Source: an optimization exercise on an open RTL-to-GDS flow (aim: small area and a short achievable clock period). Production flows keep margins and buffers that such runs may drop. Function was not checked in any run shown here: the RTL went through the layout flow alone. No activity file was given, so power comes from the tool's default toggle rates.

File: design/flow/flow/run.sh
#!/bin/bash
# The standard layout with two changes: plain buf_2 cells as the port buffers
# (instead of the delay cells that buffer_ports picks by default), and clock
# tree synthesis without dummy loads at the clock tree's leaves. Each tool's
# output is in standard.log and orfs/logs/.
set -euo pipefail
bash standard.sh \
  "BUFFER_PORTS_ARGS=-buffer_cell sky130_fd_sc_hd__buf_2" \
  "CTS_ARGS=-sink_clustering_enable -repair_clock_nets -buf_list sky130_fd_sc_hd__clkbuf_8 -sink_clustering_size 16 -sink_clustering_max_diameter 80 -dont_use_dummy_load" \
  finish > standard.log 2>&1
File: design/flow/standard.sh
#!/bin/bash
# synth_recipe.tcl (not shown) runs the flow's synth.tcl, then flattens the netlist and writes it again
# the make line also repeats each setting of config.mk as NAME=value (left out here)
make -C /OpenROAD-flow-scripts/flow DESIGN_CONFIG=/design/flow/config.mk WORK_HOME=/design/flow/orfs CLKGATE_MAP_FILE= SYNTH_SCRIPT=/design/flow/synth_recipe.tcl "${@:-finish}"
File: design/flow/config.mk
export PLATFORM = sky130hd
export DESIGN_NAME = RISCuva0
export DESIGN_NICKNAME = RISCuva0
export VERILOG_FILES = /design/flow/design.v
export SDC_FILE = /design/flow/constraint.sdc
export NUM_CORES = 4
export LEC_CHECK = 0
export CAP_MARGIN = 20
export CORE_MARGIN = 2
export CORE_UTILIZATION = 50
export CTS_BUF_LIST = sky130_fd_sc_hd__clkbuf_8
export CTS_CLUSTER_DIAMETER = 50
export CTS_CLUSTER_SIZE = 16
export SETUP_SLACK_MARGIN = 2.3
export SLEW_MARGIN = 20
export SYNTH_HIERARCHICAL = 1
export SYNTH_MINIMUM_KEEP_SIZE = 0
File: design/flow/constraint.sdc
create_clock -name core_clock -period 7.0 [get_ports {clk}]
set_input_delay 1.4000 -clock core_clock [delete_from_list [all_inputs] [get_ports {clk}]]
set_output_delay 1.4000 -clock core_clock [all_outputs]
set_load 0.01 [all_outputs]
File: design/flow/design.v
`timescale 1ns / 1ps
module RISCuva0 ( clk, reset,
                  progAddress, progData, progReset,
                  dataIn, dataOut,
                  portAddress, portRead, portWrite,
                  intReq, intAck );
    input        clk, reset;
    output [9:0] progAddress;
    input [13:0] progData;
    output       progReset;
    input  [7:0] dataIn;
    output [7:0] dataOut;
    output [7:0] portAddress;
    output       portRead;
    output       portWrite;
    input        intReq;
    output       intAck;
    wire [1:0] opA = progData[13:12];
    wire [1:0] opB = progData[11:10];
    wire [1:0] opC = progData[9:8];
    wire [3:0] rM  = progData[7:4];
    wire [3:0] rN  = progData[3:0];
    wire [9:0] immAddr = progData[9:0];
    wire [7:0] immData = progData[11:4];
    wire MISC = (opA == 2'b00);
    wire JP   = (opA == 2'b01);
    wire LOAD = (opA == 2'b10);
    wire ALU  = (opA == 2'b11);
    wire rets    = MISC & (opB == 2'b10);
    wire onRet   = rets & ~opC[1];               
    wire isRETI  = rets & (opC == 2'b01);
    wire isDI    = rets & (opC == 2'b10);
    wire isEI    = rets & (opC == 2'b11);
    wire isCALL  = MISC & (opB == 2'b00);
    wire writeRF = opA[1];                       
    logic [7:0]  rf [0:15];
    logic [11:0] stackMem [0:15];
    logic [3:0]  SP;
    logic [9:0]  PC;
    logic [7:0]  lastPort;      
    logic        zeroFlag, carryFlag;
    logic        userEI, intAckR, callingIRQ;
    wire [7:0] nextPort = lastPort + 8'd1;
    wire [7:0] otherPort = (opC == 2'b01) ? nextPort : {3'b111, progData[8:4]};
    wire [15:0] selNlo, selNhi, selMlo, selMhi;
    RISCuva0_dec16 decNlo (.a(rN), .y(selNlo));
    RISCuva0_dec16 decNhi (.a(rN), .y(selNhi));
    RISCuva0_dec16 decMlo (.a(rM), .y(selMlo));
    RISCuva0_dec16 decMhi (.a(rM), .y(selMhi));
    wire [7:0] busN, busM;
    RISCuva0_read16 #(4) readNlo (.sel(selNlo), .d0(rf[0][3:0]), .d1(rf[1][3:0]), .d2(rf[2][3:0]), .d3(rf[3][3:0]), .d4(rf[4][3:0]), .d5(rf[5][3:0]), .d6(rf[6][3:0]), .d7(rf[7][3:0]), .d8(rf[8][3:0]), .d9(rf[9][3:0]), .d10(rf[10][3:0]), .d11(rf[11][3:0]), .d12(rf[12][3:0]), .d13(rf[13][3:0]), .d14(rf[14][3:0]), .d15(rf[15][3:0]),
        .q(busN[3:0]));
    RISCuva0_read16 #(4) readNhi (.sel(selNhi), .d0(rf[0][7:4]), .d1(rf[1][7:4]), .d2(rf[2][7:4]), .d3(rf[3][7:4]), .d4(rf[4][7:4]), .d5(rf[5][7:4]), .d6(rf[6][7:4]), .d7(rf[7][7:4]), .d8(rf[8][7:4]), .d9(rf[9][7:4]), .d10(rf[10][7:4]), .d11(rf[11][7:4]), .d12(rf[12][7:4]), .d13(rf[13][7:4]), .d14(rf[14][7:4]), .d15(rf[15][7:4]),
        .q(busN[7:4]));
    RISCuva0_read16p #(4) readMlo (.sel(selMlo), .d0(rf[0][3:0]), .d1(rf[1][3:0]), .d2(rf[2][3:0]), .d3(rf[3][3:0]), .d4(rf[4][3:0]), .d5(rf[5][3:0]), .d6(rf[6][3:0]), .d7(rf[7][3:0]), .d8(rf[8][3:0]), .d9(rf[9][3:0]), .d10(rf[10][3:0]), .d11(rf[11][3:0]), .d12(rf[12][3:0]), .d13(rf[13][3:0]), .d14(rf[14][3:0]), .d15(rf[15][3:0]),
        .pass(opC == 2'b00), .other(otherPort[3:0]), .qp(portAddress[3:0]),
        .q(busM[3:0]));
    RISCuva0_read16p #(4) readMhi (.sel(selMhi), .d0(rf[0][7:4]), .d1(rf[1][7:4]), .d2(rf[2][7:4]), .d3(rf[3][7:4]), .d4(rf[4][7:4]), .d5(rf[5][7:4]), .d6(rf[6][7:4]), .d7(rf[7][7:4]), .d8(rf[8][7:4]), .d9(rf[9][7:4]), .d10(rf[10][7:4]), .d11(rf[11][7:4]), .d12(rf[12][7:4]), .d13(rf[13][7:4]), .d14(rf[14][7:4]), .d15(rf[15][7:4]),
        .pass(opC == 2'b00), .other(otherPort[7:4]), .qp(portAddress[7:4]),
        .q(busM[7:4]));
    assign portRead  = ALU & (opB == 2'b11);
    assign portWrite = MISC & (opB == 2'b11);
    assign dataOut   = busN;
    assign intAck = intAckR;
    logic [7:0] logicALU;
    logic       logicCarry;
    always_comb
        case (opC)
            2'b00: begin logicALU = busM;           logicCarry = carryFlag; end
            2'b01: begin logicALU = busN ~^ busM;   logicCarry = carryFlag; end
            2'b10: begin logicALU = busN | busM;    logicCarry = 1'b0;      end
            default: begin logicALU = busN & busM;  logicCarry = 1'b1;      end
        endcase
    wire       isSub = opC[1];
    wire [7:0] altM  = isSub ? ~busM : busM;
    wire       cin   = opC[0] ? (isSub ? ~carryFlag : carryFlag) : isSub;
    wire [7:0] hx = busN ^ altM;
    wire [7:0] ho = busN | altM;
    wire [7:0] g0 = busN & altM;
    wire [7:0] p0 = hx;
    wire [7:0] g1, p1, g2, p2, g3, p3;
    assign g1[0] = g0[0];              assign p1[0] = p0[0];
    assign g1[7:1] = g0[7:1] | (p0[7:1] & g0[6:0]);
    assign p1[7:1] = p0[7:1] & p0[6:0];
    assign g2[1:0] = g1[1:0];          assign p2[1:0] = p1[1:0];
    assign g2[7:2] = g1[7:2] | (p1[7:2] & g1[5:0]);
    assign p2[7:2] = p1[7:2] & p1[5:0];
    assign g3[3:0] = g2[3:0];          assign p3[3:0] = p2[3:0];
    assign g3[7:4] = g2[7:4] | (p2[7:4] & g2[3:0]);
    assign p3[7:4] = p2[7:4] & p2[3:0];
    wire [8:1] c = g3 | (p3 & {8{cin}});
    wire [7:0] arithALU   = hx ^ {c[7:1], cin};
    wire       arithCarry = isSub ? ~c[8] : c[8];
    wire       arithZero = ~(hx[0] ^ cin) & ((hx[7:1] ^ ho[6:0]) == 7'b0);
    logic [7:0] shiftALU;
    logic       shiftCarry;
    always_comb
        case (opC)
            2'b00: {shiftALU, shiftCarry} = {busN[7], busN};
            2'b01: {shiftALU, shiftCarry} = {carryFlag, busN};
            2'b10: {shiftALU, shiftCarry} = {busN[0], busN};
            default: {shiftALU, shiftCarry} = {busN[6:0], busN[7], busN[7]};
        endcase
    logic [7:0] otherRes;
    always_comb
        case ({opA[0], opB})
            3'b100:  otherRes = logicALU;
            3'b110:  otherRes = shiftALU;
            3'b111:  otherRes = dataIn;
            default: otherRes = immData;
        endcase
    wire       isArith  = opA[0] & (opB == 2'b01);
    wire [7:0] dataBus  = isArith ? arithALU  : otherRes;
    wire       dataZero = isArith ? arithZero : (otherRes == 8'h00);
    always @(posedge clk)
        for (int i = 0; i < 16; i++)
            if (reset && i < 2)
                rf[i] <= (i == 1) ? 8'd1 : 8'd0;
            else if (~reset && writeRF && rN == i)
                rf[i] <= dataBus;
    always @(posedge clk)
        if (reset)
            lastPort <= 8'hFF;
        else if (portRead | portWrite)
            lastPort <= portAddress;
    wire mayIRQ   = ~(rets | portWrite | portRead);
    wire validIRQ = intReq & ~intAckR & userEI & mayIRQ;
    always @(posedge clk) begin
        if (reset)     userEI <= 1'b0;
        else if (isDI) userEI <= 1'b0;
        else if (isEI) userEI <= 1'b1;
        if (reset)         intAckR <= 1'b0;
        else if (validIRQ) intAckR <= 1'b1;
        else if (isRETI)   intAckR <= 1'b0;
        if (reset) callingIRQ <= 1'b0;
        else       callingIRQ <= validIRQ;
    end
    wire [3:0]  SPp1     = SP + 4'd1;
    wire [11:0] stackTop;
    wire [15:0] selS = 16'd1 << SP;
    RISCuva0_read16 #(12) readS (.sel(selS), .d0(stackMem[0]), .d1(stackMem[1]), .d2(stackMem[2]),
        .d3(stackMem[3]), .d4(stackMem[4]), .d5(stackMem[5]), .d6(stackMem[6]), .d7(stackMem[7]),
        .d8(stackMem[8]), .d9(stackMem[9]), .d10(stackMem[10]), .d11(stackMem[11]),
        .d12(stackMem[12]), .d13(stackMem[13]), .d14(stackMem[14]), .d15(stackMem[15]), .q(stackTop));
    always @(posedge clk)
        if (isRETI)
            {carryFlag, zeroFlag} <= stackTop[11:10];
        else begin
            if (writeRF)
                zeroFlag <= dataZero;
            if (ALU & (opB != 2'b11))
                carryFlag <= (opB == 2'b00) ? logicCarry :
                             (opB == 2'b10) ? shiftCarry : arithCarry;
        end
    logic validFlag;
    always_comb
        case (opB)
            2'b00: validFlag =  zeroFlag;
            2'b01: validFlag = ~zeroFlag;
            2'b10: validFlag =  carryFlag;
            default: validFlag = ~carryFlag;
        endcase
    wire       onJump = (MISC & ~opB[1]) | (JP & validFlag);
    wire [9:0] incrPC = callingIRQ ? PC : PC + 10'd1;
    wire [9:0] nextPC;
    RISCuva0_pcmux pcmux (.jump(onJump), .ret(onRet),
        .target({immAddr[9:1], immAddr[0] | callingIRQ}), .retAddr(stackTop[9:0]),
        .incr(incrPC), .q(nextPC));
    always @(posedge clk)
        if (reset) PC <= 10'd0;
        else       PC <= nextPC;
    assign progAddress = nextPC;
    assign progReset   = reset | validIRQ;
    always @(posedge clk)
        if (reset)       SP <= 4'd15;
        else if (isCALL) SP <= SPp1;
        else if (onRet)  SP <= SP - 4'd1;
    always @(posedge clk)
        if (isCALL)
            stackMem[SPp1] <= {carryFlag, zeroFlag, incrPC};
endmodule
module RISCuva0_read16 #(parameter W = 8) (
    input  [15:0]  sel,
    input  [W-1:0] d0, d1, d2, d3, d4, d5, d6, d7, d8, d9, d10, d11, d12, d13, d14, d15,
    output [W-1:0] q);
    assign q = ({W{sel[0]}}  & d0)  | ({W{sel[1]}}  & d1)  | ({W{sel[2]}}  & d2)  | ({W{sel[3]}}  & d3)
             | ({W{sel[4]}}  & d4)  | ({W{sel[5]}}  & d5)  | ({W{sel[6]}}  & d6)  | ({W{sel[7]}}  & d7)
             | ({W{sel[8]}}  & d8)  | ({W{sel[9]}}  & d9)  | ({W{sel[10]}} & d10) | ({W{sel[11]}} & d11)
             | ({W{sel[12]}} & d12) | ({W{sel[13]}} & d13) | ({W{sel[14]}} & d14) | ({W{sel[15]}} & d15);
endmodule
module RISCuva0_read16p #(parameter W = 8) (
    input  [15:0]  sel,
    input  [W-1:0] d0, d1, d2, d3, d4, d5, d6, d7, d8, d9, d10, d11, d12, d13, d14, d15,
    input          pass,
    input  [W-1:0] other,
    output [W-1:0] q,
    output [W-1:0] qp);
    assign q = ({W{sel[0]}}  & d0)  | ({W{sel[1]}}  & d1)  | ({W{sel[2]}}  & d2)  | ({W{sel[3]}}  & d3)
             | ({W{sel[4]}}  & d4)  | ({W{sel[5]}}  & d5)  | ({W{sel[6]}}  & d6)  | ({W{sel[7]}}  & d7)
             | ({W{sel[8]}}  & d8)  | ({W{sel[9]}}  & d9)  | ({W{sel[10]}} & d10) | ({W{sel[11]}} & d11)
             | ({W{sel[12]}} & d12) | ({W{sel[13]}} & d13) | ({W{sel[14]}} & d14) | ({W{sel[15]}} & d15);
    assign qp = pass ? q : other;
endmodule
module RISCuva0_pcmux (
    input        jump, ret,
    input  [9:0] target, retAddr, incr,
    output [9:0] q);
    assign q = jump ? target : ret ? retAddr : incr;
endmodule
module RISCuva0_dec16 (
    input  [3:0]  a,
    output [15:0] y);
    wire [3:0] lo, hi;
    RISCuva0_dec4 declo (.a(a[1:0]), .y(lo));
    RISCuva0_dec4 dechi (.a(a[3:2]), .y(hi));
    RISCuva0_and16 comb (.hi(hi), .lo(lo), .y(y));
endmodule
module RISCuva0_dec4 (
    input  [1:0] a,
    output [3:0] y);
    assign y = 4'd1 << a;
endmodule
module RISCuva0_and16 (
    input  [3:0]  hi, lo,
    output [15:0] y);
    assign y = {{4{hi[3]}} & lo, {4{hi[2]}} & lo, {4{hi[1]}} & lo, {4{hi[0]}} & lo};
endmodule
==> impl_metrics.tcl, run 1 <==
set metrics [dict create \
    status "complete, no violations" \
    drtPass1Iterations 5 \
    yosysWarnings 9 \
    worst_pin_slew_ns 1.05 \
    p_int_uw 2890 \
    min_path_type "flop to flop" \
    placement_rows 66 \
    mostFrequentLayoutCells "edfxtp_1 (306), a22o_1 (112), nor2_1 (71), buf_4 (70), and2_1 (62)" \
    synth.area.top_cells "edfxtp_1 (55%), a22o_1 (5.9%), a221oi_1 (5.1%), dfxtp_1 (4.9%), ha_1 (3.1%)" \
    path_class "input port to primary output" \
    hold_buffers 0 \
    power.density_nw_per_um2 213 \
    gp_congestion 0.958 \
    overflow 0 \
    slew_headroom_pct 29.7 \
    final_antenna_net_count 0 \
    grt_max_degree 45 \
    syn_inst 1248 \
    antenna_found_initial 0 \
    mostFrequentLayoutCell "edfxtp_1" \
    io_pins 55 \
    worst_clock_skew_ns 0.0604 \
    seqPwrFrac_pct 59.2 \
    cts.htree.levels 1 \
    area.growth.synth_to_final_pct 11.3 \
    clockRootBuffer "clkbuf_8" \
    routedWlPerCell_um 26.7 \
    switching_share_pct 26.5 \
    ys.flop_type "edfxtp_1" \
    finalNetCount 1418 \
    wl_mm 47.9 \
    switchingPower_uw 1040 \
    ys_seq_elements 347 \
    max_freq_ghz 0.215 \
    crit_arrival_ns 3.26 \
    die-width_um 186 \
    insertion_delay_ns 0.60 \
    rsz0062_at_grt "yes" \
    clkTransAtPathRegs_ns 0.09 \
    drc 0 \
    drive_above_1_share_pct 21.5 \
    tritoncts "built" \
    cp-end-kind "primary output" \
    synth_edf_count 306 \
    antennaDiodeCount 0 \
    grt_pass1_wl_mm 70.6 \
    synthDistinctLibCells 68 \
    setup-tns-final_ns 0 \
    hold_viol 0 \
    grt_pass1_vias 11100 \
    design.core.area_um2 32600 \
    yosysTopAreaCellShare_pct 55.4 \
    yosysSeqAreaShare_pct 60.3 \
    ir_drop_mv 0.145 \
    cp-start-kind "input port" \
    track_usage_pct 27.9 \
    period_needed_ns 4.66 \
    synth_area_um2 16600 \
    syn_area_per_cell_um2 13.3 \
    synth_top_area_cell "edfxtp_1" \
    utilization_pct 56.6 \
    start_util_pct 50.9 \
    crit_fanout 11 \
    cts.path.max_buffers 3 \
    syn_nets 1315 \
    cts_buffers 26 \
    power_frac_comb_pct 16.9 \
    die_h_um 186 \
    cap_violations 0 \
    clock_sinks 347 \
    port_buffers 54 \
    hpwl_mm 33.7 \
    via_count 11200 \
    vias_per_cell 6.25 \
    finalSetupViolations 0 \
    drt-initial-drc-count 891 \
    p_leak_uw 0.00647 \
    period_share_pct 66.6 \
    async_reset_ff_share_pct 0 \
    die_area_um2 34700 \
    cp.required_ns 5.60 \
    p_clk_share_pct 23.9 \
    drv_slew 0 \
]
## power by group through the flow
stage	clock [uW]	sequential, uW	combinational (uW)
after floorplan	0	2360	394
after global placement	0	2370	593
after detailed placement	0	2370	599
after CTS	973	2330	646
after global routing	1040	2330	723
final	939	2330	665
## critical path: stages
cell and delay, ns:
buf_4 0.17, and2b_2 0.23, and2_4 0.19, a22o_1 0.21, a221oi_2 0.29, nand4_1 0.25
mux2_4 0.35, buf_2 0.15
## per-stage QoR
step | std cells | cell area [um^2] | total power (uW) | setup WS (ns) | hold WS, ns
after floorplan | 1248 | 16600 | 2760 | 2.48 | 0.436
after global placement | 1727 | 17400 | 2970 | 1.17 | 0.451
after detailed placement | 1727 | 17400 | 2970 | 1.19 | 0.460
after CTS | 1789 | 18200 | 3950 | 2.29 | 0.475
after global routing | 1791 | 18500 | 4090 | 2.29 | 0.508
final | 1791 | 18500 | 3930 | 2.34 | 0.475
## cell usage after synthesis (all sizes together), types with 10 or more instances
library cell  number
mux2              10
dfxtp             41
a211oi            13
nor2b             34
xor2              24
inv               49
nand3             11
buf               28
mux2i             21
a22o             112
o21ai             29
a211o             10
a221oi           113
xnor2             15
nand4             29
nand2b            18
and2              87
ha                41
nor3              11
nor2              72
nand2             51
a21oi             24
clkbuf            18
edfxtp           306
## timing repair
action / 4_1_cts / 5_1_grt
gates resized for setup: 54 / 53
buffers inserted: 36 / 1
endpoints found under the setup margin: 136 / 93
pin swaps: 16 / 4
## Yosys stat by module, one instance, submodules excluded, excerpt
| module | flip-flops and latches | area (um^2) | cells inside |
|---|---|---|---|
| RISCuva0 | 347 | 13300 | 843 |
| RISCuva0_pcmux | 0 | 213 | 33 |
| RISCuva0_and16 | 0 | 100 | 16 |
| RISCuva0_dec4 | 0 | 26.3 | 4 |
## metal layers
metal  part of all wire [%]  up-vias  track usage, %
li1                       -     5109               -
met1                     39     5622            34.2
met2                     52      365            50.1
met3                    5.0       94            3.19
met4                    4.0        0            11.1
met5                      0        -               0
## final timing paths
check	from	end	slack, ns	cells after the start
setup / recovery	progData[6]	portAddress[0]	2.34	8
hold / removal	userEI	userEI	0.47	2
setup reg to reg	rf[4][4]	rf[15][7]	3.49	13
hold reg to reg	userEI	userEI	0.47	2
## sequential cells by signal, summed over array words and instances, names as in the netlist, 4 cells and up
signal,count
stackMem,192
PC,10
lastPort,8
SP,4
rf,128
## final cells by class
type                    count  area, um^2
multi-input cells         806        6550
well taps                 442         553
flip-flops and latches    347       10000
repair buffers            121         796
clock buffers              26         358
inverters                  49         190
fillers                  2702       14200
## kinds of logic after synthesis
| kind of cell | Yosys count | synth area share (%) |
|---|---|---|
| and+or+nand+nor | 351 | 11.7 |
| DFF | 347 | 60.3 |
| muxes | 38 | 3.01 |
| buffers and inverters | 95 | 2.74 |
| xor gates and xnor gates | 39 | 2.06 |
| AOI/OAI and AO/OA | 336 | 16.9 |
| adders and majority gates | 42 | 3.21 |
==> run 2, diff against run 1 <==
--- a/design/flow/config.mk
+++ b/design/flow/config.mk
@@ -11,7 +11,7 @@
 export CTS_BUF_LIST = sky130_fd_sc_hd__clkbuf_8
 export CTS_CLUSTER_DIAMETER = 50
 export CTS_CLUSTER_SIZE = 16
-export SETUP_SLACK_MARGIN = 2.3
+export SETUP_SLACK_MARGIN = 2.5
 export SLEW_MARGIN = 20
 export SYNTH_HIERARCHICAL = 1
 export SYNTH_MINIMUM_KEEP_SIZE = 0
==> run 2 against run 1 <==
Clock power rose by 2%. Flip-flop and latch count unchanged. Count of clock-buffer cells in the layout unchanged. Utilization up 2.2 points. Die area unchanged. Combinational power increased by 9.0%. Hold slack got worse by 0.0094 ns. Power increased by 1.9%. Maximum frequency rose by 1.3%. Clock skew fell by 0.025 ns. Sequential power about the same. Worst setup slack better by 0.060 ns. Largest power group unchanged. Highest routed layer unchanged.
==> impl_metrics.tcl, run 2 <==
set metrics [dict create \
    tritoncts "built" \
    io_pins 55 \
    period_share_pct 65.7 \
    min_path_type "flop to flop" \
    cts.htree.levels 1 \
    start_util_pct 50.9 \
    mostFrequentLayoutCells "edfxtp_1 (306), a22o_1 (112), buf_4 (76), a221oi_2 (69), nor2_1 (67)" \
    finalNetCount 1436 \
    worst_clock_skew_ns 0.0356 \
    hold_viol 0 \
    die_h_um 186 \
    synth_area_um2 16600 \
    synth.area.top_cells "edfxtp_1 (55%), a22o_1 (5.9%), a221oi_1 (5.1%), dfxtp_1 (4.9%), ha_1 (3.1%)" \
    clock_sinks 347 \
    syn_nets 1315 \
    design.core.area_um2 32600 \
    drv_slew 0 \
    syn_inst 1248 \
    slowest_delay_ns 0.28 \
    path_class "input port to primary output" \
    setup-tns-final_ns 0 \
    antennaDiodeCount 0 \
    insertion_delay_ns 0.60 \
    cts_buffers 26 \
    port_buffers 54 \
    utilization_pct 58.8 \
    syn_area_per_cell_um2 13.3 \
    grt_max_degree 45 \
    largest_reg_flops 192 \
    crit_fanout 4 \
    hold_slack_ns 0.465 \
    gp_congestion 0.967 \
    grt_pass1_vias 11200 \
    drc 0 \
    period_needed_ns 4.60 \
    drt-initial-drc-count 926 \
    die_area_um2 34700 \
    mostFrequentLayoutCell "edfxtp_1" \
    track_usage_pct 28.4 \
    hold_buffers 0 \
    die-width_um 186 \
    power.density_nw_per_um2 209 \
    drtPass1Iterations 8 \
    cp-end-kind "primary output" \
    yosysTopAreaCellShare_pct 55.4 \
    cp_top_family "simple AND/OR/NAND/NOR gates" \
    clkTransAtPathRegs_ns 0.07 \
    async_reset_ff_share_pct 0 \
    placement_rows 66 \
    area.growth.synth_to_final_pct 15.5 \
    path_cells "buf_12 -> buf_6 -> and2b_2 -> and2_4 -> a22o_1 -> a221oi_2 -> nand4_1 -> buf_4 -> mux2_4 -> buf_6" \
    rsz0062_at_grt "yes" \
    top_register "stackMem" \
    critical-path-slowest-cell "a221oi_2" \
    ys.flop_type "edfxtp_1" \
    cp-start-kind "input port" \
    p_leak_uw 0.00675 \
    worst_pin_slew_ns 1.10 \
    yosysWarnings 9 \
    drive_above_1_share_pct 26.5 \
    overflow 0 \
    largestRegisters "stackMem x192, rf x128, PC x10" \
    synth_top_area_cell "edfxtp_1" \
    crit_arrival_ns 3.20 \
    clockRootBuffer "clkbuf_8" \
    max_freq_ghz 0.217 \
    min_from "userEI" \
    antenna_found_initial 0 \
    cp.required_ns 5.60 \
    cts.path.max_buffers 3 \
    crit_path_frequent_cell "buf_6" \
    hpwl_mm 33.6 \
    yosysMostFrequentCell "edfxtp_1" \
    cp_num_buf_inv 4 \
    crit_start "progData[7]" \
    status "complete, no violations" \
    routedWlPerCell_um 27.3 \
    placed_cell_area_um2 17300 \
    grt_pass1_wl_mm 71.5 \
    r2r_start "rf[5][0]" \
    via_count 11400 \
    slew_headroom_pct 26.5 \
    postLayoutCellArea_um2 19200 \
    ir_drop_mv 0.165 \
    vias_per_cell 6.32 \
    synth_edf_count 306 \
    ys_top_cells_by_count "edfxtp_1 (306), a22o_1 (112), a221oi_1 (97), and2_1 (78), nor2_1 (72)" \
    finalSetupViolations 0 \
    cap_violations 0 \
    final_antenna_net_count 0 \
    yosysSeqAreaShare_pct 60.3 \
    wl_mm 49.5 \
    ys_seq_elements 347 \
    synthDistinctLibCells 68 \
]
## run 2: repair_timing
action | in CTS | in global routing
cloned | 2 | 1
buffers inserted | 50 | 5
pin swaps | 26 | 18
gates resized for setup | 154 | 73
setup endpoints to repair | 155 | 98
## run 2: stage by stage
stage	std cells	total power (uW)	setup slack, ns
final	1809	4010	2.40
after global placement	1723	2970	1.21
after CTS	1802	3980	2.39
after floorplan	1248	2760	2.51
after detailed placement	1724	2970	1.23
after global routing	1809	4150	2.36
## run 2: area by class of cell
cell class | count | area [um^2]
clock buffers | 26 | 358
repair buffers | 138 | 1100
fillers | 2653 | 13400
flip-flops and latches | 347 | 10000
inverters | 49 | 190
multi-input cells | 807 | 6950
well taps | 442 | 553
## run 2: path summary, 6_finish.rpt
path / cells past startpoint / end / slack [ns]
setup reg to reg: 13 / rf[6][3] / 3.53
hold reg to reg: 2 / userEI / 0.47
setup / recovery: 10 / portAddress[5] / 2.40
hold / removal: 2 / userEI / 0.47
## run 2: logic make-up after synthesis
logic type	after synthesis	share of synthesized area (%)
AND/OR/NAND/NOR	351	11.7
XOR/XNOR	39	2.06
multiplexers	38	3.01
AO/OA/AOI/OAI	336	16.9
adder cells (fa/ha/maj)	42	3.21
buffers and inverters	95	2.74
flip-flops	347	60.3
## run 2: per-module statistics from Yosys, one instance, submodules excluded, a selection
module | flip-flops and latches | cell area [um^2] | copies in the design | cells inside
RISCuva0 | 347 | 13300 | 1 | 843
RISCuva0_pcmux | 0 | 213 | 1 | 33
RISCuva0_and16 | 0 | 100 | 4 | 16
RISCuva0_dec4 | 0 | 26.3 | 8 | 4
## run 2: layer usage
| layer | up-vias | routed length (um) | track usage [%] |
|---|---|---|---|
| li1 | 5153 | - | - |
| met4 | 0 | 2220 | 11.9 |
| met3 | 102 | 2240 | 3.10 |
| met2 | 381 | 25500 | 50.8 |
| met1 | 5805 | 19500 | 35.0 |
| met5 | - | 0 | 0 |
## run 2: report_power, final
| group | leakage (uW) | internal, uW | switching (uW) |
|---|---|---|---|
| Sequential | 0.00310 | 2310 | 21.7 |
| Clock | 0.000187 | 332 | 623 |
| Combinational | 0.00346 | 292 | 433 |
| Total | 0.00675 | 2930 | 1080 |
## run 2: tightest hold or removal path: stages, from the launching register on
cell,delay (ns)
dfxtp_1,0.32
nand2_1,0.05
a21oi_1,0.05
==> run 3, diff against run 2 <==
--- a/design/flow/design.v
+++ b/design/flow/design.v
@@ -47,20 +47,23 @@
     RISCuva0_dec16 decNhi (.a(rN), .y(selNhi));
     RISCuva0_dec16 decMlo (.a(rM), .y(selMlo));
     RISCuva0_dec16 decMhi (.a(rM), .y(selMhi));
+    wire [7:0] xN0, xN1, xN2, xN3, xM0, xM1, xM2, xM3;
+    RISCuva0_part16 #(4) partNlo (.sel(selNlo), .d0(rf[0][3:0]), .d1(rf[1][3:0]), .d2(rf[2][3:0]), .d3(rf[3][3:0]), .d4(rf[4][3:0]), .d5(rf[5][3:0]), .d6(rf[6][3:0]), .d7(rf[7][3:0]), .d8(rf[8][3:0]), .d9(rf[9][3:0]), .d10(rf[10][3:0]), .d11(rf[11][3:0]), .d12(rf[12][3:0]), .d13(rf[13][3:0]), .d14(rf[14][3:0]), .d15(rf[15][3:0]),
+        .x0(xN0[3:0]), .x1(xN1[3:0]), .x2(xN2[3:0]), .x3(xN3[3:0]));
+    RISCuva0_part16 #(4) partNhi (.sel(selNhi), .d0(rf[0][7:4]), .d1(rf[1][7:4]), .d2(rf[2][7:4]), .d3(rf[3][7:4]), .d4(rf[4][7:4]), .d5(rf[5][7:4]), .d6(rf[6][7:4]), .d7(rf[7][7:4]), .d8(rf[8][7:4]), .d9(rf[9][7:4]), .d10(rf[10][7:4]), .d11(rf[11][7:4]), .d12(rf[12][7:4]), .d13(rf[13][7:4]), .d14(rf[14][7:4]), .d15(rf[15][7:4]),
+        .x0(xN0[7:4]), .x1(xN1[7:4]), .x2(xN2[7:4]), .x3(xN3[7:4]));
+    RISCuva0_part16 #(4) partMlo (.sel(selMlo), .d0(rf[0][3:0]), .d1(rf[1][3:0]), .d2(rf[2][3:0]), .d3(rf[3][3:0]), .d4(rf[4][3:0]), .d5(rf[5][3:0]), .d6(rf[6][3:0]), .d7(rf[7][3:0]), .d8(rf[8][3:0]), .d9(rf[9][3:0]), .d10(rf[10][3:0]), .d11(rf[11][3:0]), .d12(rf[12][3:0]), .d13(rf[13][3:0]), .d14(rf[14][3:0]), .d15(rf[15][3:0]),
+        .x0(xM0[3:0]), .x1(xM1[3:0]), .x2(xM2[3:0]), .x3(xM3[3:0]));
+    RISCuva0_part16 #(4) partMhi (.sel(selMhi), .d0(rf[0][7:4]), .d1(rf[1][7:4]), .d2(rf[2][7:4]), .d3(rf[3][7:4]), .d4(rf[4][7:4]), .d5(rf[5][7:4]), .d6(rf[6][7:4]), .d7(rf[7][7:4]), .d8(rf[8][7:4]), .d9(rf[9][7:4]), .d10(rf[10][7:4]), .d11(rf[11][7:4]), .d12(rf[12][7:4]), .d13(rf[13][7:4]), .d14(rf[14][7:4]), .d15(rf[15][7:4]),
+        .x0(xM0[7:4]), .x1(xM1[7:4]), .x2(xM2[7:4]), .x3(xM3[7:4]));
     wire [7:0] busN, busM;
-    RISCuva0_read16 #(4) readNlo (.sel(selNlo), .d0(rf[0][3:0]), .d1(rf[1][3:0]), .d2(rf[2][3:0]), .d3(rf[3][3:0]), .d4(rf[4][3:0]), .d5(rf[5][3:0]), .d6(rf[6][3:0]), .d7(rf[7][3:0]), .d8(rf[8][3:0]), .d9(rf[9][3:0]), .d10(rf[10][3:0]), .d11(rf[11][3:0]), .d12(rf[12][3:0]), .d13(rf[13][3:0]), .d14(rf[14][3:0]), .d15(rf[15][3:0]),
-        .q(busN[3:0]));
-    RISCuva0_read16 #(4) readNhi (.sel(selNhi), .d0(rf[0][7:4]), .d1(rf[1][7:4]), .d2(rf[2][7:4]), .d3(rf[3][7:4]), .d4(rf[4][7:4]), .d5(rf[5][7:4]), .d6(rf[6][7:4]), .d7(rf[7][7:4]), .d8(rf[8][7:4]), .d9(rf[9][7:4]), .d10(rf[10][7:4]), .d11(rf[11][7:4]), .d12(rf[12][7:4]), .d13(rf[13][7:4]), .d14(rf[14][7:4]), .d15(rf[15][7:4]),
-        .q(busN[7:4]));
-    RISCuva0_read16p #(4) readMlo (.sel(selMlo), .d0(rf[0][3:0]), .d1(rf[1][3:0]), .d2(rf[2][3:0]), .d3(rf[3][3:0]), .d4(rf[4][3:0]), .d5(rf[5][3:0]), .d6(rf[6][3:0]), .d7(rf[7][3:0]), .d8(rf[8][3:0]), .d9(rf[9][3:0]), .d10(rf[10][3:0]), .d11(rf[11][3:0]), .d12(rf[12][3:0]), .d13(rf[13][3:0]), .d14(rf[14][3:0]), .d15(rf[15][3:0]),
-        .pass(opC == 2'b00), .other(otherPort[3:0]), .qp(portAddress[3:0]),
-        .q(busM[3:0]));
-    RISCuva0_read16p #(4) readMhi (.sel(selMhi), .d0(rf[0][7:4]), .d1(rf[1][7:4]), .d2(rf[2][7:4]), .d3(rf[3][7:4]), .d4(rf[4][7:4]), .d5(rf[5][7:4]), .d6(rf[6][7:4]), .d7(rf[7][7:4]), .d8(rf[8][7:4]), .d9(rf[9][7:4]), .d10(rf[10][7:4]), .d11(rf[11][7:4]), .d12(rf[12][7:4]), .d13(rf[13][7:4]), .d14(rf[14][7:4]), .d15(rf[15][7:4]),
-        .pass(opC == 2'b00), .other(otherPort[7:4]), .qp(portAddress[7:4]),
-        .q(busM[7:4]));
+    RISCuva0_join #(8) joinN (.x0(xN0), .x1(xN1), .x2(xN2), .x3(xN3), .q(busN));
+    RISCuva0_join #(8) joinD (.x0(xN0), .x1(xN1), .x2(xN2), .x3(xN3), .q(dataOut));
+    RISCuva0_join #(8) joinM (.x0(xM0), .x1(xM1), .x2(xM2), .x3(xM3), .q(busM));
+    RISCuva0_joinp #(8) joinP (.x0(xM0), .x1(xM1), .x2(xM2), .x3(xM3),
+        .pass(opC == 2'b00), .other(otherPort), .q(portAddress));
     assign portRead  = ALU & (opB == 2'b11);
     assign portWrite = MISC & (opB == 2'b11);
-    assign dataOut   = busN;
     assign intAck = intAckR;
     logic [7:0] logicALU;
     logic       logicCarry;
@@ -188,18 +191,26 @@
              | ({W{sel[8]}}  & d8)  | ({W{sel[9]}}  & d9)  | ({W{sel[10]}} & d10) | ({W{sel[11]}} & d11)
              | ({W{sel[12]}} & d12) | ({W{sel[13]}} & d13) | ({W{sel[14]}} & d14) | ({W{sel[15]}} & d15);
 endmodule
-module RISCuva0_read16p #(parameter W = 8) (
+module RISCuva0_part16 #(parameter W = 8) (
     input  [15:0]  sel,
     input  [W-1:0] d0, d1, d2, d3, d4, d5, d6, d7, d8, d9, d10, d11, d12, d13, d14, d15,
+    output [W-1:0] x0, x1, x2, x3);
+    assign x0 = ~(({W{sel[0]}}  & d0)  | ({W{sel[1]}}  & d1)  | ({W{sel[2]}}  & d2)  | ({W{sel[3]}}  & d3));
+    assign x1 = ~(({W{sel[4]}}  & d4)  | ({W{sel[5]}}  & d5)  | ({W{sel[6]}}  & d6)  | ({W{sel[7]}}  & d7));
+    assign x2 = ~(({W{sel[8]}}  & d8)  | ({W{sel[9]}}  & d9)  | ({W{sel[10]}} & d10) | ({W{sel[11]}} & d11));
+    assign x3 = ~(({W{sel[12]}} & d12) | ({W{sel[13]}} & d13) | ({W{sel[14]}} & d14) | ({W{sel[15]}} & d15));
+endmodule
+module RISCuva0_join #(parameter W = 8) (
+    input  [W-1:0] x0, x1, x2, x3,
+    output [W-1:0] q);
+    assign q = ~(x0 & x1 & x2 & x3);
+endmodule
+module RISCuva0_joinp #(parameter W = 8) (
+    input  [W-1:0] x0, x1, x2, x3,
     input          pass,
     input  [W-1:0] other,
-    output [W-1:0] q,
-    output [W-1:0] qp);
-    assign q = ({W{sel[0]}}  & d0)  | ({W{sel[1]}}  & d1)  | ({W{sel[2]}}  & d2)  | ({W{sel[3]}}  & d3)
-             | ({W{sel[4]}}  & d4)  | ({W{sel[5]}}  & d5)  | ({W{sel[6]}}  & d6)  | ({W{sel[7]}}  & d7)
-             | ({W{sel[8]}}  & d8)  | ({W{sel[9]}}  & d9)  | ({W{sel[10]}} & d10) | ({W{sel[11]}} & d11)
-             | ({W{sel[12]}} & d12) | ({W{sel[13]}} & d13) | ({W{sel[14]}} & d14) | ({W{sel[15]}} & d15);
-    assign qp = pass ? q : other;
+    output [W-1:0] q);
+    assign q = pass ? ~(x0 & x1 & x2 & x3) : other;
 endmodule
 module RISCuva0_pcmux (
     input        jump, ret,
--- a/design/flow/config.mk
+++ b/design/flow/config.mk
@@ -11,7 +11,7 @@
 export CTS_BUF_LIST = sky130_fd_sc_hd__clkbuf_8
 export CTS_CLUSTER_DIAMETER = 50
 export CTS_CLUSTER_SIZE = 16
-export SETUP_SLACK_MARGIN = 2.5
+export SETUP_SLACK_MARGIN = 2.3
 export SLEW_MARGIN = 20
 export SYNTH_HIERARCHICAL = 1
 export SYNTH_MINIMUM_KEEP_SIZE = 0
==> run 3 against run 2 <==
Synthesized cell count up 2.0%. Critical path depth down 2. Combinational power down 9.9%. Critical path type unchanged. Routed wire length down 6.8%. Utilization down 3.6 points.
==> impl_metrics.tcl, run 3 <==
set metrics [dict create \
    area.growth.synth_to_final_pct 8.87 \
    rsz0062_at_grt "no" \
    slew_headroom_pct 32.6 \
    antennaDiodeCount 0 \
    ys_top_cells_by_count "edfxtp_1 (306), a22o_1 (80), and2_1 (78), a221oi_1 (77), nor2_1 (77)" \
    grt_max_degree 45 \
    start_util_pct 50.6 \
    cp-end-kind "primary output" \
    antenna_found_initial 1 \
    cp-start-kind "input port" \
    path_cells "clkbuf_4 -> and2_2 -> and2_1 -> a22o_2 -> a221oi_2 -> and4_1 -> a21oi_1 -> buf_2" \
    critical-path-slowest-cell "a221oi_2" \
    design.core.area_um2 33400 \
    track_usage_pct 25.8 \
    ys_seq_elements 347 \
    clkTransAtPathRegs_ns 0.09 \
    use_met2_pct 38.5 \
    cts_buffers 25 \
    drc 0 \
    finalSetupViolations 0 \
    min_path_type "flop to flop" \
    ir_drop_mv 0.136 \
    ys.flop_type "edfxtp_1" \
    die-width_um 188 \
    mostFrequentLayoutCell "edfxtp_1" \
    syn_nets 1340 \
    use_met3_pct 3.09 \
    io_pins 55 \
    cap_violations 0 \
    max_freq_ghz 0.213 \
    tritoncts "built" \
    slowest_delay_ns 0.34 \
    worst_pin_slew_ns 1.01 \
    setup-tns-final_ns 0 \
    path_class "input port to primary output" \
    overflow 0 \
    synth.area.top_cells "edfxtp_1 (54%), dfxtp_1 (4.9%), a22o_1 (4.1%), a221oi_1 (4.0%), a221oi_2 (3.2%)" \
    cts.htree.levels 1 \
    port_buffers 54 \
    gp_congestion 0.904 \
    drive_above_1_share_pct 20.9 \
    cp.required_ns 5.60 \
    yosysSeqAreaShare_pct 59.3 \
    top_register "stackMem" \
    placement_rows 67 \
    die_area_um2 35300 \
    largestRegisters "stackMem x192, rf x128, PC x10" \
    grt_pass1_wl_mm 69.0 \
    period_share_pct 67.0 \
    mostFrequentLayoutCells "edfxtp_1 (306), a22o_1 (80), nor2_1 (73), and2_1 (71), a221oi_1 (62)" \
    finalNonFillerCells 1801 \
    crit_fanout 11 \
    cp_top_family "simple AND/OR/NAND/NOR gates" \
    largest_reg_flops 192 \
    hold_viol 0 \
    synthDistinctLibCells 71 \
    cp_num_buf_inv 2 \
    synth_area_um2 16900 \
    clockRootBuffer "clkbuf_8" \
    synth_top_area_cell "edfxtp_1" \
    r2r_slack_ns 3.41 \
    routedWlPerCell_um 25.6 \
    yosysWarnings 9 \
    yosysTopAreaCellShare_pct 54.4 \
    hold_buffers 0 \
    wl_mm 46.1 \
    final_antenna_net_count 0 \
    insertion_delay_ns 0.60 \
    period_needed_ns 4.69 \
    die_h_um 188 \
    drt-initial-drc-count 1242 \
    drv_slew 0 \
    synth_edf_count 306 \
    clock_sinks 347 \
    async_reset_ff_share_pct 0 \
    power.density_nw_per_um2 213 \
    finalNetCount 1422 \
    grt_pass1_vias 11000 \
    busiest_layer "met1" \
    syn_inst 1273 \
    drtPass1Iterations 5 \
    status "complete, no violations" \
    grtUsageMet1_pct 41.0 \
    cts.path.max_buffers 3 \
    syn_area_per_cell_um2 13.3 \
    hpwl_mm 33.4 \
    numPlacedInstances 1756 \
    via_count 11400 \
    worst_clock_skew_ns 0.0373 \
    p_leak_uw 0.00639 \
    yosysMostFrequentCell "edfxtp_1" \
    vias_per_cell 6.35 \
    crit_arrival_ns 3.29 \
]
==> run 3: metal layers <==
| layer | vias up | share of wire (%) |
|---|---|---|
| met4 | 0 | 1.4 |
| met1 | 5796 | 48 |
| met2 | 418 | 44 |
| met3 | 49 | 6.9 |
| li1 | 5181 | - |
| met5 | - | 0 |
==> run 3: stage by stage <==
stage               utilization [%]  setup WS [ns]  hold slack (ns)  area, um^2  power, uW
CTS                            54.5           2.29            0.468       18200       3910
global route                   55.1           2.30            0.500       18400       4070
detailed placement             52.9           1.28            0.456       17600       2980
floorplan                         -           2.44            0.437       16900       2770
global placement               52.9           1.35            0.452       17600       2980
finish                         55.1           2.31            0.465       18400       3910
==> run 3: kinds of logic after synthesis <==
family	synth area share [%]
simple gates	12.4
flops	59.3
compound gates	17.9
buf+inv	2.87
fa+ha+maj	3.16
xor+xnor	2.02
mux	2.38
==> run 3: final timing paths <==
check	to	cells past startpoint	from
worst max-delay path	portAddress[3]	8	progData[6]
worst min-delay path	userEI	2	userEI
worst min register to register	userEI	2	userEI
worst max register to register	rf[12][7]	11	rf[12][3]
==> run 3: modules after synthesis (local to each module, per instance), a selection <==
module	area, um^2	flops+latches
RISCuva0_dec4	26.3	0
RISCuva0	13300	347
RISCuva0_and16	100	0
RISCuva0_pcmux	213	0
==> run 3: cell type report <==
cell class | instances | area, um^2
Fill cell | 2833 | 15000
Sequential cell | 347 | 10000
Timing Repair Buffer | 103 | 669
Multi-Input combinational cell | 829 | 6620
Tap cell | 448 | 561
Inverter | 49 | 188
Clock buffer | 25 | 344
==> run 3: what timing repair did <==
action                     4_1_cts  5_1_grt
buffers inserted                 9       11
pin swaps                        8        7
cloned                           0        0
setup endpoints to repair      104      104
resized for setup               33       29
==> run 3: worst register-to-register path, stage by stage (launching register included) <==
cell      delay (ns)
edfxtp_1        0.43
a22o_2          0.29
a221oi_2        0.34
nand4_1         0.32
xor2_2          0.24
inv_1           0.07
ha_1            0.37
and4_1          0.25
a21boi_0        0.14
or3_1           0.38
a31oi_2         0.28
inv_2           0.19
==> run 3: power breakdown <==
part	leakage [uW]	total [uW]	internal [uW]	switching, uW
Clock	0.000180	931	320	611
Combinational	0.00311	653	239	414
Sequential	0.00310	2330	2310	19.5
==> run 4, diff against run 3 <==
--- a/design/flow/config.mk
+++ b/design/flow/config.mk
@@ -11,7 +11,7 @@
 export CTS_BUF_LIST = sky130_fd_sc_hd__clkbuf_8
 export CTS_CLUSTER_DIAMETER = 50
 export CTS_CLUSTER_SIZE = 16
-export SETUP_SLACK_MARGIN = 2.3
+export SETUP_SLACK_MARGIN = 2.5
 export SLEW_MARGIN = 20
 export SYNTH_HIERARCHICAL = 1
 export SYNTH_MINIMUM_KEEP_SIZE = 0
==> run 4 against run 3 <==
Cell area up 2.9%. Die area unchanged. Utilization up 1.6 points. Clock skew up 0.00093 ns. Maximum frequency up 4.1%. Global-route usage up 0.61 points. Still clean. Final cell count up 0.67%. Sequential power about the same. Routed wire length up 4.1%. Highest routed layer unchanged.
==> impl_metrics.tcl, run 4 <==
set metrics [dict create \
    track_usage_pct 26.4 \
    drive_above_1_share_pct 26.2 \
    hold_buffers 0 \
    port_buffers 54 \
    io_pins 55 \
    critical-path-slowest-cell "mux2i_1" \
    largestRegisters "stackMem x192, rf x128, PC x10" \
    yosysWarnings 9 \
    routedWlPerCell_um 26.5 \
    worst_clock_skew_ns 0.0382 \
    rsz0062_at_grt "yes" \
    hold_viol 0 \
    period_share_pct 64.3 \
    clock_sinks 347 \
    grt_pass1_wl_mm 70.5 \
    setup-tns-final_ns 0 \
    area.growth.synth_to_final_pct 12.0 \
    cts.path.max_buffers 3 \
    m1WireLength_mm 22.8 \
    syn_nets 1340 \
    wl_met2_mm 20.5 \
    cts.htree.levels 1 \
    top_register "stackMem" \
    die_h_um 188 \
    ys_seq_elements 347 \
    dr.max_layer_used "met4" \
    drtPass1Iterations 5 \
    via_count 11700 \
    power.density_nw_per_um2 209 \
    finalNonFillerCells 1813 \
    hpwl_mm 34.2 \
    die_area_um2 35300 \
    final_antenna_net_count 0 \
    clkTransAtPathRegs_ns 0.10 \
    ys_top_cells_by_count "edfxtp_1 (306), a22o_1 (80), and2_1 (78), a221oi_1 (77), nor2_1 (77)" \
    clockRootBuffer "clkbuf_8" \
    insertion_delay_ns 0.58 \
    placed_cell_area_um2 17600 \
    design.core.area_um2 33400 \
    start_util_pct 50.6 \
    grt_max_degree 45 \
    wl_met3_mm 3.88 \
    slowest_delay_ns 0.28 \
    cp-end-kind "primary output" \
    yosysSeqAreaShare_pct 59.3 \
    nFillCells 2782 \
    yosysTopAreaCellShare_pct 54.4 \
    tritoncts "built" \
    crit_fanout 23 \
    antenna_found_initial 1 \
    p_leak_uw 0.00659 \
    synth_top_area_cell "edfxtp_1" \
    numPlacedInstances 1753 \
    max_freq_ghz 0.222 \
    drc 0 \
    path_class "input port to primary output" \
    synth_area_um2 16900 \
    status "complete, no violations" \
    path_cells "buf_6 -> nand2b_4 -> nor3_4 -> nand2b_4 -> clkinvlp_4 -> buf_4 -> mux2i_1 -> o21ai_2 -> buf_2" \
    finalNetCount 1433 \
    crit_path_frequent_cell "nand2b_4" \
    cp-start-kind "input port" \
    ir_drop_mv 0.155 \
    syn_inst 1273 \
    grt_pass1_vias 11000 \
    period_needed_ns 4.50 \
    gp_congestion 0.954 \
    min_path_type "flop to flop" \
    drt-initial-drc-count 1252 \
    multiInputGateArea_um2 7030 \
    slew_headroom_pct 21.7 \
    postLayoutCellArea_um2 18900 \
    vias_per_cell 6.48 \
    ys.flop_type "edfxtp_1" \
    seq_area_um2 10000 \
    cts_buffers 25 \
    drv_slew 0 \
    finalSetupViolations 0 \
    synthDistinctLibCells 71 \
    wl_mm 48.0 \
    overflow 0 \
    placement_rows 67 \
    syn_area_per_cell_um2 13.3 \
    cp.required_ns 5.60 \
    mostFrequentLayoutCells "edfxtp_1 (306), a22o_1 (80), nor2_1 (72), a221oi_2 (64), buf_4 (62)" \
    mostFrequentLayoutCell "edfxtp_1" \
    synth.area.top_cells "edfxtp_1 (54%), dfxtp_1 (4.9%), a22o_1 (4.1%), a221oi_1 (4.0%), a221oi_2 (3.2%)" \
    synth_edf_count 306 \
    cap_violations 0 \
    async_reset_ff_share_pct 0 \
    yosysMostFrequentCell "edfxtp_1" \
    worst_pin_slew_ns 1.17 \
    largest_reg_flops 192 \
    crit_arrival_ns 3.10 \
    die-width_um 188 \
]
-- run 4: cell counts after synthesis --
No cell type changed its count.
-- run 4: worst paths after layout --
| path | startpoint | to | slack (ns) | depth (start not counted) |
|---|---|---|---|---|
| setup / recovery | progData[10] | progAddress[4] | 2.50 | 9 |
| hold / removal | userEI | userEI | 0.47 | 2 |
| setup reg to reg | rf[8][4] | rf[13][7] | 3.53 | 12 |
| hold reg to reg | userEI | userEI | 0.47 | 2 |
-- run 4: worst max-delay path, delay by kind of cell --
family                 cells  cell delay [ns]
AOI/OAI and AO/OA          1             0.15
buffers and inverters      4             0.68
muxes                      1             0.28
and+or+nand+nor            3             0.56
-- run 4: what timing repair did --
item / 4_1_cts / 5_1_grt
resized for setup: 91 / 69
setup buffers: 20 / 14
setup endpoints to repair: 124 / 111
pin swaps: 20 / 16
-- run 4: power breakdown --
group          switching, uW  internal, uW  leakage [uW]
sequential              20.2          2310       0.00310
clock                    602           320      0.000180
combinational            440           264       0.00332
-- run 4: area by class of cell --
class / count / area share [%]
multi-input combinational: 829 / 37.1
clock buffer: 25 / 1.82
inverter: 49 / 1.01
timing repair buffer: 114 / 4.15
antenna: 1 / 0.0132
tap: 448 / 2.96
sequential: 347 / 52.9
-- run 4: stage by stage --
step / worst slack, ns / utilization [%] / power [uW] / hold slack, ns
CTS: 2.39 / 55.6 / 3940 / 0.477
floorplan: 2.50 / - / 2770 / 0.437
global placement: 1.51 / 52.9 / 2980 / 0.446
finish: 2.50 / 56.7 / 3950 / 0.475
global route: 2.48 / 56.7 / 4100 / 0.495
detailed placement: 1.48 / 52.9 / 2990 / 0.462
-- run 4: logic make-up after synthesis --
kind of cell / synth area share (%)
flops: 59.3
xor+xnor: 2.02
fa+ha+maj: 3.16
mux: 2.38
buf+inv: 2.87
simple gates: 12.4
compound gates: 17.9
-- run 4: modules after synthesis (local to each module, per instance), a selection --
module          cells inside  copies in the design
RISCuva0                 842                     1
RISCuva0_pcmux            33                     1
RISCuva0_and16            16                     4
RISCuva0_dec4              4                     8
-- run 4: routing by layer --
metal  GRT usage [%]  up-vias
met5               0        -
met4            4.63        0
met3            3.76       67
met2            39.0      540
met1            41.9     5922
li1                -     5218

[separate check: timing with driven ports]
The results above use ideal ports. As a check the final layouts listed here were re-extracted and re-timed, cells and wires unchanged. Step 1 (the two cells are an assumption about what drives the block):
set clk [get_ports {clk}]
set_driving_cell -lib_cell sky130_fd_sc_hd__clkbuf_16 $clk
set_driving_cell -lib_cell sky130_fd_sc_hd__buf_2 [delete_from_list [all_inputs] $clk]
Step 2 times the ports against the registers' clock, not the clock port: input delays grow and output delays shrink by t, the midpoint of the rising clock arrivals with the driver on. Slacks: ideal ports / drivers / drivers and shift; pairs: ideal ports / drivers.
run	t (ns)	setup slack, ns	hold WS [ns]	clock arrival spread, ns	worst register clock-pin slew, ns
run 1	0.623	2.341 / 2.315 / 1.889	0.475 / 0.475 / 0.475	0.061 / 0.061	0.11 / 0.11
run 2	0.634	2.401 / 2.289 / 1.914	0.465 / 0.465 / 0.465	0.036 / 0.036	0.11 / 0.11
run 3	0.629	2.312 / 2.276 / 1.757	0.465 / 0.465 / 0.465	0.039 / 0.038	0.12 / 0.12
run 4	0.615	2.498 / 2.438 / 1.966	0.475 / 0.475 / 0.475	0.038 / 0.038	0.11 / 0.11
After both steps setup and hold are still met in every run listed. For run 3, which loses most, drivers alone change the setup slack by -0.036 ns; drivers and shift together by -0.555 ns.
